This design comes from an exercise in tuning for small area and a short achievable clock period on the open sky130 flow, not from production work.
Function was checked by simulation only, so behaviour that the tests miss may differ from the original.

[flow/config.mk]
export PLATFORM = sky130hd
export DESIGN_NAME = gcd_top
export DESIGN_NICKNAME = gcd_top
export VERILOG_FILES = /design/flow/design.v
export SDC_FILE = /design/flow/constraint.sdc
export NUM_CORES = 4
export LEC_CHECK = 0
export CAP_MARGIN = 20
export CORE_MARGIN = 2
export CORE_UTILIZATION = 30
export PLACE_DENSITY = 0.42
export SLEW_MARGIN = 20
[flow/constraint.sdc]
create_clock -name core_clock -period 4.5 [get_ports {Clk}]
set_input_delay 0.9000 -clock core_clock [delete_from_list [all_inputs] [get_ports {Clk}]]
set_output_delay 0.9000 -clock core_clock [all_outputs]
set_load 0.01 [all_outputs]
[flow/design.v]
module gcd_input
#(
    parameter DATA_WIDTH = 32
)(
    input wire                         Clk,
    input wire                         Reset,
    input wire                         Start,
    input wire signed [DATA_WIDTH-1:0] Ain,
    input wire signed [DATA_WIDTH-1:0] Bin,
    output reg signed [DATA_WIDTH-1:0] Aout,
    output reg signed [DATA_WIDTH-1:0] Bout,
    output reg        [DATA_WIDTH-1:0] Cout
);
always @(posedge Clk or negedge Reset)
begin
    if(!Reset)
    begin
        Aout <= 0;
        Bout <= 0;
        Cout <= 0;
    end
    else if(!Start)
    begin
        Aout <= Aout;
        Bout <= Bout;
        Cout <= Cout;
    end
    else
    begin
        Aout <= Ain;
        Bout <= Bin;
        Cout <= 0;
    end
end
endmodule
module gcd_plc
#(
    parameter DATA_WIDTH = 32
)(
    input wire                         Clk,
    input wire                         Reset,
    input wire                         Start,
    input wire signed [DATA_WIDTH-1:0] Ain,
    input wire signed [DATA_WIDTH-1:0] Bin,
    input wire        [DATA_WIDTH-1:0] Cin,
    output reg signed [DATA_WIDTH-1:0] Aout,
    output reg signed [DATA_WIDTH-1:0] Bout,
    output reg        [DATA_WIDTH-1:0] Cout
);
wire signed [DATA_WIDTH-1:0] ab_sub;
wire signed [DATA_WIDTH-1:0] ba_sub;
wire signed [DATA_WIDTH-1:0] ab_sub_sr1;
wire signed [DATA_WIDTH-1:0] ba_sub_sr1;
wire signed [DATA_WIDTH-1:0] ain_sr1;
wire signed [DATA_WIDTH-1:0] bin_sr1;
assign ab_sub = Ain - Bin;
assign ba_sub = Bin - Ain;
assign ab_sub_sr1 = ab_sub >>> 1;
assign ba_sub_sr1 = ba_sub >>> 1;
assign ain_sr1 = Ain >>> 1;
assign bin_sr1 = Bin >>> 1;
always @(posedge Clk or negedge Reset)
begin
    if(!Reset)
    begin
        Aout <= 0;
        Bout <= 0;
        Cout <= 0;
    end
    else if(!Start)
    begin
        Aout <= Aout;
        Bout <= Bout;
        Cout <= Cout;
    end
    else if(ab_sub == 0 || Ain == 0 || Bin == 0)
    begin
        Aout <= Ain;
        Bout <= Bin;
        Cout <= Cin;
    end
    else if(ab_sub[DATA_WIDTH-1] == 0)
    begin
        if(Ain[0] == 0 && Bin[0] == 0)
        begin
            Aout <= ab_sub_sr1;
            Bout <= bin_sr1;
            Cout <= Cin + 1;
        end
        else if(Ain[0] == 1 && Bin[0] == 0)
        begin
            Aout <= ab_sub;
            Bout <= bin_sr1;
            Cout <= Cin;
        end
        else if(Ain[0] == 0 && Bin[0] == 1)
        begin
            Aout <= ain_sr1;  
            Bout <= Bin;
            Cout <= Cin;
        end
        else
        begin
            Aout <= ab_sub_sr1;
            Bout <= Bin;
            Cout <= Cin;
        end
    end
    else
    begin
        if(Bin[0] == 0 && Ain[0] == 0)
        begin
            Aout <= ba_sub_sr1;
            Bout <= ain_sr1;
            Cout <= Cin + 1;
        end
        else if(Bin[0] == 1 && Ain[0] == 0)
        begin
            Aout <= ba_sub;
            Bout <= ain_sr1;
            Cout <= Cin;
        end
        else if(Bin[0] == 0 && Ain[0] == 1)
        begin
            Aout <= bin_sr1;  
            Bout <= Ain;
            Cout <= Cin;
        end
        else
        begin
            Aout <= ba_sub_sr1;
            Bout <= Ain;
            Cout <= Cin;
        end
    end
end
endmodule
module gcd_output
#(
    parameter DATA_WIDTH = 32
)(
    input wire                         Clk,
    input wire                         Reset,
    input wire                         Start,
    input wire signed [DATA_WIDTH-1:0] Ain,
    input wire signed [DATA_WIDTH-1:0] Bin,
    input wire        [DATA_WIDTH-1:0] Cin,
    output reg signed [DATA_WIDTH-1:0] Pout,
    output reg                         Done
);
localparam ERROR = 32'hFFFF_FFFF;
always @(posedge Clk or negedge Reset)
begin
    if(!Reset)
    begin
        Pout <= 0;
        Done <= 0;
    end
    else if(!Start || (Ain == 0 && Bin == 0))
    begin
        Pout <= Pout;
        Done <= Done;
    end
    else if(Ain == Bin)
    begin
        Pout <= Ain <<< Cin;
        Done <= 1;
    end
    else if(Ain == 0)
    begin
        Pout <= Bin <<< Cin;
        Done <= 1;
    end
    else if(Bin == 0)
    begin
        Pout <= Ain <<< Cin;
        Done <= 1;
    end
    else
    begin
        Pout <= ERROR;
        Done <= 0;
    end
end
endmodule
module gcd_top
#(
    parameter DATA_WIDTH = 16,
    parameter PIPELINE_DEPTH = 31
)(
    input wire                          Clk,
    input wire                          Reset,
    input wire                          Start,
    input wire  signed [DATA_WIDTH-1:0] A,
    input wire  signed [DATA_WIDTH-1:0] B,
    output wire signed [DATA_WIDTH-1:0] Result,
    output wire                         Done
);
generate
    genvar i;
    for(i = 0; i < (PIPELINE_DEPTH + 1); i = i + 1)
    begin: plc_wire
        wire signed [DATA_WIDTH-1:0] a;
        wire signed [DATA_WIDTH-1:0] b;
        wire        [DATA_WIDTH-1:0] c;
    end
endgenerate
generate
    genvar j;
    for(j = 0; j < PIPELINE_DEPTH; j = j + 1)
    begin: plc
        gcd_plc
        #(
            .DATA_WIDTH(DATA_WIDTH)
        ) inst (
            .Clk   (Clk),
            .Reset (Reset),
            .Start (Start),
            .Ain   (plc_wire[j].a),
            .Bin   (plc_wire[j].b),
            .Cin   (plc_wire[j].c),
            .Aout  (plc_wire[j+1].a),
            .Bout  (plc_wire[j+1].b),
            .Cout  (plc_wire[j+1].c)
        );
    end
endgenerate
gcd_input
#(
    .DATA_WIDTH(DATA_WIDTH)
) input_inst (
    .Clk   (Clk),
    .Reset (Reset),
    .Start (Start),
    .Ain   (A),
    .Bin   (B),
    .Aout  (plc_wire[0].a),
    .Bout  (plc_wire[0].b),
    .Cout  (plc_wire[0].c)
);
gcd_output
#(
    .DATA_WIDTH(DATA_WIDTH)
) output_inst (
    .Clk   (Clk),
    .Reset (Reset),
    .Start (Start),
    .Ain   (plc_wire[PIPELINE_DEPTH].a),
    .Bin   (plc_wire[PIPELINE_DEPTH].b),
    .Cin   (plc_wire[PIPELINE_DEPTH].c),
    .Pout  (Result),
    .Done  (Done)
);
endmodule
[flow/run.sh]
#!/bin/bash
# synth_recipe.tcl (not shown) runs the flow's synth.tcl, then flattens the netlist and writes it again
# the make line also repeats each setting of config.mk as NAME=value (left out here)
make -C /OpenROAD-flow-scripts/flow DESIGN_CONFIG=/design/flow/config.mk WORK_HOME=/design/flow/orfs CLKGATE_MAP_FILE= SYNTH_SCRIPT=/design/flow/synth_recipe.tcl finish
==> flow_summary.toml <==
[global_route]
grtUsageMet1_pct = 36.2
grt_use_met3_pct = 2.40
grt_pass1_vias = 166788
met2_usage_pct = 41.5
grt-ovfl-total = 0
grt_max_degree = 173
grt_antenna_before_repair = 11
groute.usage.overall_pct = 25.7
grt_pass1_wl_mm = 1100
top_usage_layer = "met2"

[floorplan]
die_w_um = 737
fp.dieH_um = 737
core_area_um2 = 536000
dieArea_um2 = 543000
initial_core_util_pct = 30.1
ioPinCount = 52
fp-row-count = 269

[route]
drtIter0Drc = 17708
first_pass_iters = 7
routed_wl_mm = 732
wl_per_cell_um = 25.0
viasPerCell = 5.95
ant_nets = 0
drc = 0
vias = 174245

[timing]
final_max_slew_viol_count = 0
finalCritPeriodShare_pct = 96.5
slew_headroom_pct = 26.0
fin_worst_hold_slack_ns = 0.477
final.setup.tns_ns = 0
fin_crit_ns = 4.34
fin_skew_ns = 0.0468
fmaxAchievable_ghz = 0.230
setup_violations = 0
worst_slack_ns = 0.158
worst_pin_slew_ns = 1.10
hold_viol = 0
rsz0062_at_grt = "false"

[cells_and_area]
final_cell_area_um2 = 185000
drive_gt1_share_pct = 11.4
nFillCells = 57576
final_cells = 29291
multiInputGateArea_um2 = 115000
syn_to_final_growth_pct = 15.0
finalNetCount = 23054
ff_latch_area_um2 = 35500
final_util_pct = 34.6

[synthesis]
ys_types = 124
ys_ff_latch = 1417
yosys_warnings = 3
synthCells = 21716
yosysSeqAreaShare_pct = 22.0
synth_area_leaders = "dfrtp_1 (22%), ha_1 (7.9%), a21oi_1 (5.3%)"
synth_nets = 22835
syn_area_per_cell_um2 = 7.42
syn_area_um2 = 161000
synth_edf_count = 0
synth_top_area_share_pct = 22.0
synth_ff_type = "dfrtp_1"
async_reset_ff_share_pct = 100
synth_top_area_cell = "dfrtp_1"

[cts]
clk_pin_slew_ns = 0.06
insertion_delay_ns = 0.96
clock_sinks = 1417
htreeDepth = 4
cts_root_buf = "clkbuf_16"
cts_tree = "yes"
numCtsBuffers = 199
cts_buffer_depth = 4

[critical_path]
critical_path.top_delay_family = "compound AO/OA/AOI/OAI gates"
path_cells = "inv_1 -> ha_1 -> fa_1 -> nand2b_1 -> a21o_1 -> a311o_1 -> a211o_1 -> or3b_2 -> nor4_2 -> buf_12 -> buf_4 -> or2_2 -> buf_12 -> a2111oi_0 -> buf_4 -> o22ai_1"
start_kind = "register"
r2r-end = "plc[4].inst.Aout[5]"
required_ns = 5.33
criticalPathCategory = "register to register"
worstReg2RegStart = "plc[3].inst.Aout[0]"
end_kind = "register"
arrival_ns = 5.17
cp_slowest_stage_delay_ns = 0.62
ff2ff_path_depth = 16
crit_buf_inv = 5
cp_max_fo = 21
r2r_slack_ns = 0.16
slowest_stage = "a2111oi_0"

[status]
status = "finished clean"

[placement]
post-dp-hpwl_mm = 562
dp.cells = 28913
post-place-ws_ns = -0.00498
port-buffer-count = 51
postPlaceCellArea_um2 = 178000
place_congestion = 0.949

[min_path]
min_from = "output_inst.Pout[0]"
hold_class = "register to register"
worstHoldPathCells = 2
whs_endpoint = "output_inst.Pout[0]"

[job]
cap_viol_max_count = 0
-- cells in the final DEF (no fill, tap or decap), types with 313 or more instances in the layout --
cell,n
nor2_1,1893
nand2_1,1773
a21oi_1,1689
buf_4,1561
dfrtp_1,1414
inv_1,1273
o21ai_0,1141
ha_1,1017
nor3_1,784
nand3_1,666
xnor2_1,638
o211ai_1,524
a31oi_1,461
nor4_1,366
mux2i_1,359
xor2_1,345
o22ai_1,339
a221oi_1,321
a21o_1,313
-- synthesized netlist by cell type, types with 110 or more instances --
library cell     n
a211oi_1       255
mux2i_1        361
xnor2_1        649
nand2_1       1775
nand2b_1       172
or2_2          119
o211ai_1       524
o221ai_1       270
o31ai_1        302
and2_1         113
xor2_1         349
nand4_1        221
nor2b_1        198
buf_2          150
inv_1         1275
a21o_1         313
nor2_1        1905
nor4_1         369
a21oi_1       1695
a221oi_1       324
ha_1          1022
buf_1          110
a22oi_1        237
and3_1         250
o31a_1         128
or3_1          226
o22ai_1        339
o21a_1         249
nor3_1         787
a31oi_1        463
dfrtp_1       1417
clkbuf_1      1414
nand3_1        666
o21ai_0       1150
-- layout make-up --
type | instances | share of cell area (%)
multi-input cells | 17315 | 62.0
flip-flops and latches | 1417 | 19.1
repair buffers | 1703 | 7.59
well taps | 7181 | 4.85
clock buffers | 272 | 3.06
inverters | 1299 | 2.64
clock inverters | 96 | 0.708
diodes | 8 | 0.0108
-- sequential cells by signal, summed over array words and instances, names as in the netlist --
register,count
plc.inst.Aout,496
plc.inst.Bout,496
plc.inst.Cout,376
input_inst.Aout,16
input_inst.Bout,16
output_inst.Pout,16
output_inst.Done,1
-- worst max-delay path by stage --
stage | startpoint | to | cells past startpoint
floorplan | plc[1].inst.Aout[0] | plc[2].inst.Aout[8] | 16
global placement | plc[22].inst.Bout[10] | plc[23].inst.Bout[2] | 14
detailed placement | plc[22].inst.Bout[10] | plc[23].inst.Bout[2] | 14
CTS | plc[22].inst.Bout[10] | plc[23].inst.Bout[2] | 14
global route | plc[8].inst.Bout[1] | plc[9].inst.Bout[0] | 14
finish | plc[3].inst.Aout[0] | plc[4].inst.Aout[5] | 16
-- layer usage --
metal	wire length [µm]	vias up
li1	-	81497
met1	336000	85254
met4	24800	8
met3	40200	1188
met5	58	-
met2	330000	6298
-- worst register-to-register path: stages (launching register included) --
cell and delay (ns):
dfrtp_1 0.34, inv_1 0.07, ha_1 0.22, fa_1 0.44, nand2b_1 0.21, a21o_1 0.22
a311o_1 0.43, a211o_1 0.31, or3b_2 0.21, nor4_2 0.06, buf_12 0.14, buf_4 0.15
or2_2 0.32, buf_12 0.17, a2111oi_0 0.62, buf_4 0.22, o22ai_1 0.07
-- logic make-up after synthesis --
family / Yosys count / share of synthesized area (%)
AO/OA/AOI/OAI: 7683 / 32.8
XOR/XNOR: 1000 / 5.44
adder cells (fa/ha/maj): 1084 / 8.70
buffers and inverters: 2984 / 7.11
flip-flops: 1417 / 22.0
multiplexers: 423 / 2.74
AND/OR/NAND/NOR: 7125 / 21.2
-- repair_timing --
action	CTS	global route
endpoints found under the hold margin	49	0
resized for setup	0	53
pin swaps	0	3
setup endpoints to repair	3	280
setup buffers	0	1
hold buffers	1	0

==> re-timing with driven ports <==
The flow's constraints put no driver on any port. The routed layout listed below was extracted and timed again, unchanged, in two steps. Step 1: set_driving_cell puts a clkbuf_16 on Clk and a buf_2 on each other input, an assumption about the parent block. Step 2 adds t to the input delays and takes it off the output delays; t is the mean of the earliest and latest rising clock arrival at the registers after step 1. Input paths then give back, and output paths get back, about the clock's delay inside the block. Three values: ideal, step 1, step 2; two values: the first two.
shift t [ns]: 1.072
slack for setup (ns): 0.158 / 0.158 / 0.158
worst data-port slew with drivers (ns): 0.09
After both steps this run still meets setup and hold. For this run, drivers alone change the setup slack by 0.000 ns; drivers and shift together by 0.000 ns.
